This design comes from an exercise in tuning for small area on the open sky130 flow, not from production work. At most, simulation tests tie the RTL to the original design; equivalence was not proved. Power figures rest on the tool's default switching activity, not on a simulated workload.

Setup of run A:
Design fifo, start of the top module:
module fifo#(parameter DEPTH = 16,
             parameter WIDTH = 16)(
    input logic clk,
    input logic rst,
    input logic push_i,
    input logic [WIDTH-1:0] push_data_i,
    input logic pop_i,
    output logic [WIDTH-1:0] pop_data_i,
    output logic fifo_full,
    output logic fifo_empty);
Settings: LEC_CHECK=0, CAP_MARGIN=5, CORE_MARGIN=2, CORE_UTILIZATION=85, SLEW_MARGIN=5, SYNTH_HIERARCHICAL=1; clock period 5.0 ns.
standard.sh (not shown) runs the stock make flow with config.mk's settings and CLKGATE_MAP_FILE= SYNTH_SCRIPT=/design/flow/synth_recipe.tcl, a recipe that flattens the netlist after the stock synthesis.
==> flow/flow/run.sh <==
#!/bin/bash
set -e
here=$(pwd)
export BUFFER_PORTS_ARGS="-buffer_cell sky130_fd_sc_hd__buf_1"
export PRE_RESIZE_TCL="$here/flow/downsize.tcl"
export CTS_ARGS="-sink_clustering_enable -repair_clock_nets -dont_use_dummy_load -buf_list sky130_fd_sc_hd__clkbuf_8 -sink_clustering_size 18 -sink_clustering_max_diameter 80"
bash standard.sh > standard.log 2>&1
==> flow/flow/downsize.tcl <==
# Before placement repair: set every combinational cell to its smallest
# drive strength. repair_design (run right after this by ORFS) and the
# later timing repair size up only what slew, capacitance or timing need.
set db [ord::get_db]
set n 0
foreach inst [[ord::get_db_block] getInsts] {
  set m [$inst getMaster]
  set name [$m getName]
  if {[$m getType] ne "CORE"} { continue }
  if {![regexp {^(sky130_fd_sc_hd__[a-z0-9]+)_([0-9]+)$} $name -> base size]} { continue }
  if {$size <= 1} { continue }
  if {[regexp {^sky130_fd_sc_hd__(df|edf|sdf|dl|clk)} $name]} { continue }
  set small [$db findMaster ${base}_1]
  if {$small eq "NULL" || $small eq ""} { continue }
  if {[$small getWidth] >= [$m getWidth]} { continue }
  $inst swapMaster $small
  incr n
}
puts "downsize.tcl: $n cells set to drive strength 1"
Both conditions hold for run A: the flow ran to the end and the final layout passed the timing, DRC and antenna checks.
#### Input delta (run B over run A)
Settings: CORE_UTILIZATION changed from 85 to 80.
==> flow/flow/run.sh <==
#!/bin/bash
set -e
here=$(pwd)
export BUFFER_PORTS_ARGS="-buffer_cell sky130_fd_sc_hd__buf_1"
export PRE_RESIZE_TCL="$here/flow/downsize.tcl"
export CTS_ARGS="-sink_clustering_enable -repair_clock_nets -dont_use_dummy_load -buf_list sky130_fd_sc_hd__clkbuf_8 -root_buf sky130_fd_sc_hd__clkbuf_4 -tree_buf sky130_fd_sc_hd__clkbuf_4 -sink_clustering_size 18 -sink_clustering_max_diameter 80"
bash standard.sh > standard.log 2>&1
Notes after the runs:
- Reported for run B and run A, count of unresolved DRC violations after routing turned out identical to the last digit.
- On synthesized netlist net count, run B and run A are neck and neck.
- Run B vs run A: total power divided by cell area down slightly
- Relative to run A, the worst-case setup margin in the final layout of run B is higher by 0.17 ns.
- Cmp run B and run A / worst hold slack / lower: run B
- Run B: routed wire length lower than run A
- On design area, run A tracks run B almost exactly.
#### Input delta (run C over run B)
Settings: CAP_MARGIN now 20, was 5; SLEW_MARGIN now 20, was 5; CORE_UTILIZATION now 75, was 80.
==> flow/flow/run.sh <==
#!/bin/bash
set -e
here=$(pwd)
export BUFFER_PORTS_ARGS="-buffer_cell sky130_fd_sc_hd__buf_1"
export PRE_RESIZE_TCL="$here/flow/downsize.tcl"
export CTS_ARGS="-sink_clustering_enable -repair_clock_nets -dont_use_dummy_load -buf_list sky130_fd_sc_hd__clkbuf_8 -sink_clustering_size 18 -sink_clustering_max_diameter 45"
bash standard.sh > standard.log 2>&1
Compared to run B, run C has portion of the clock cycle consumed by the worst path in the final layout 6.3 points higher.
Against run B, run C reports a combinational group share of total power that is lower.
Compared with run B, in run C total chip power moved up, met2 global-route usage fell 3.0 points, effective utilization at floorplan decreased by 4.6 points relative to the old numbers.
Run B reports its destination of the critical timing path as mem_queue[164] while run C reports mem_queue[250].
Setup changes, run C to run D
==> flow/flow/run.sh <==
#!/bin/bash
set -e
here=$(pwd)
export BUFFER_PORTS_ARGS="-buffer_cell sky130_fd_sc_hd__buf_1"
export PRE_RESIZE_TCL="$here/flow/downsize.tcl"
export CTS_ARGS="-sink_clustering_enable -repair_clock_nets -dont_use_dummy_load -buf_list sky130_fd_sc_hd__clkbuf_8 -sink_clustering_size 20 -sink_clustering_max_diameter 80"
bash standard.sh > standard.log 2>&1
Notes after the runs:
- Final hold slack, run D and run C: larger value in run D
- Run D vs. run C: worst supply voltage drop on vdd saw an increase, clock network fraction of design power saw a decrease, final wirelength saw little to no change, total power consumption of the routed design saw a decrease.
Changes in run E relative to run D:
Settings: changing SLEW_MARGIN from 20 to 5; changing CAP_MARGIN from 20 to 5.
==> flow/flow/run.sh <==
#!/bin/bash
set -e
here=$(pwd)
export BUFFER_PORTS_ARGS="-buffer_cell sky130_fd_sc_hd__buf_1"
export PRE_RESIZE_TCL="$here/flow/downsize.tcl"
export CTS_ARGS="-sink_clustering_enable -repair_clock_nets -dont_use_dummy_load -buf_list sky130_fd_sc_hd__clkbuf_8 -sink_clustering_size 18 -sink_clustering_max_diameter 80"
bash standard.sh > standard.log 2>&1
Notes after the runs:
- Wire length delta (run D -> run E): insignificant
- In the metrics for run D and run E, the one carrying the higher worst hold slack is run D.
- Taking run D as the reference, in run E top achievable clock speed neither gained nor lost much; register-to-register path setup slack grew by 0.02 ns; layout overhead on the synthesized area now sits lower; headroom to the max-slew limit lost 1.1 points.
- Clock insertion delay at the later pin of the skew report came out higher on run E than on run D.
- Taking run D as the reference, in run E global-route usage held; switching share of power held; power consumed by the clock network went up 4.5%.

---

Another version of the RTL of fifo (not shown whole).
Size in the first run: ~770 cells after synthesis, about 280 flip-flops, ~9700 sq um of cells after synthesis.
Settings: LEC_CHECK=0, CAP_MARGIN=20, CORE_MARGIN=2, CORE_UTILIZATION=65, SLEW_MARGIN=20, SYNTH_HIERARCHICAL=1; clock period 5.0 ns.
==> flow/flow/run.sh <==
#!/bin/bash
set -e
here=$(pwd)
export BUFFER_PORTS_ARGS="-buffer_cell sky130_fd_sc_hd__buf_1"
export PRE_RESIZE_TCL="$here/flow/downsize.tcl"
export CTS_ARGS="-sink_clustering_enable -repair_clock_nets -dont_use_dummy_load -buf_list sky130_fd_sc_hd__clkbuf_8 -sink_clustering_size 20 -sink_clustering_max_diameter 60"
bash standard.sh > standard.log 2>&1
Scripts as last shown in full above: flow/flow/downsize.tcl
Then changed:
==> flow/flow/run.sh (replaced) <==
#!/bin/bash
set -e
here=$(pwd)
export BUFFER_PORTS_ARGS="-buffer_cell sky130_fd_sc_hd__buf_1"
export PRE_RESIZE_TCL="$here/flow/downsize.tcl"
export CTS_ARGS="-sink_clustering_enable -repair_clock_nets -dont_use_dummy_load -buf_list sky130_fd_sc_hd__clkbuf_8 -sink_clustering_size 16 -sink_clustering_max_diameter 50"
bash standard.sh > standard.log 2>&1
Outcome:
- The new run completed with no timing, DRC or antenna violations
- global-route usage goes up by 0.23 points
- clock-buffer cell count went up by 7
- final area rises by 0.98%
- hold slack got worse by 8.6 ps
- sequential cell count stays the same
- area after synthesis is unchanged
Function was not checked in any run of this note: the RTL went through the layout flow alone.

---

## main
Another version of the RTL of fifo (not shown whole).
For scale: about 38 I/O pins.
Settings: LEC_CHECK=0, CAP_MARGIN=20, CORE_MARGIN=2, CORE_UTILIZATION=65, CTS_BUF_LIST=sky130_fd_sc_hd__clkbuf_8, CTS_CLUSTER_DIAMETER=50, CTS_CLUSTER_SIZE=16, SLEW_MARGIN=20; clock period 5.0 ns.
run.sh (not shown) runs the stock make flow with config.mk's settings and CLKGATE_MAP_FILE= SYNTH_SCRIPT=/design/flow/synth_recipe.tcl, a recipe that flattens the netlist after the stock synthesis.
Stock flow here: none of the scripts above is used.
For the feature branch, these inputs were changed with respect to main:
Settings: CORE_UTILIZATION: 65 -> 40; CTS_CLUSTER_SIZE: 16 -> unset; CTS_CLUSTER_DIAMETER: 50 -> unset; CTS_BUF_LIST: sky130_fd_sc_hd__clkbuf_8 -> sky130_fd_sc_hd__clkbuf_4.
Notes after the runs:
| hold slack | the feature branch vs main | ≈ equal |
The endpoint required time on the critical path was comparable across main and the feature branch.
The number of nets produced by synthesis of the feature branch and that of main are within noise of each other.

==> port drivers added, routing unchanged <==
No port has a modelled driver above. Below, the same layouts with a new extraction and two added sets of constraints. Step 1 assumes that a clkbuf_16 drives the clock port and a buf_2 every other input. Step 2, shift: input delay + t, output delay - t, t = (earliest + latest rising clock arrival at the registers) / 2. This alone moves slack from input paths to output paths. Slacks: ideal / step 1 / step 2; pairs: ideal / step 1.
run	t (ns)	slack for setup (ns)	latest minus earliest clock arrival (ns)	worst register clock-pin slew, ns	pins driven straight from the clock port
run A	0.536	1.061 / 1.065 / 0.529	0.043 / 0.043	0.11 / 0.11	1
run B	0.645	1.233 / 1.251 / 0.606	0.044 / 0.044	0.11 / 0.11	1
run C	0.568	0.920 / 0.935 / 0.368	0.065 / 0.065	0.10 / 0.10	1
run D	0.542	0.920 / 0.935 / 0.393	0.025 / 0.024	0.12 / 0.12	1
run E	0.534	0.909 / 0.921 / 0.387	0.089 / 0.090	0.11 / 0.11	1
the first run of note 2	0.564	1.579 / 1.589 / 1.025	0.033 / 0.033	0.12 / 0.12	1
the second run of note 2	0.568	1.540 / 1.549 / 0.981	0.058 / 0.058	0.10 / 0.10	1
main	0.634	1.253 / 1.211 / 0.917	0.034 / 0.034	0.10 / 0.10	1
the feature branch	0.734	1.300 / 1.258 / 1.091	0.037 / 0.037	0.08 / 0.08	1
After both steps every run listed still meets setup and hold. For run B, which loses most, drivers alone change the setup slack by +0.018 ns; drivers and shift together by -0.627 ns.
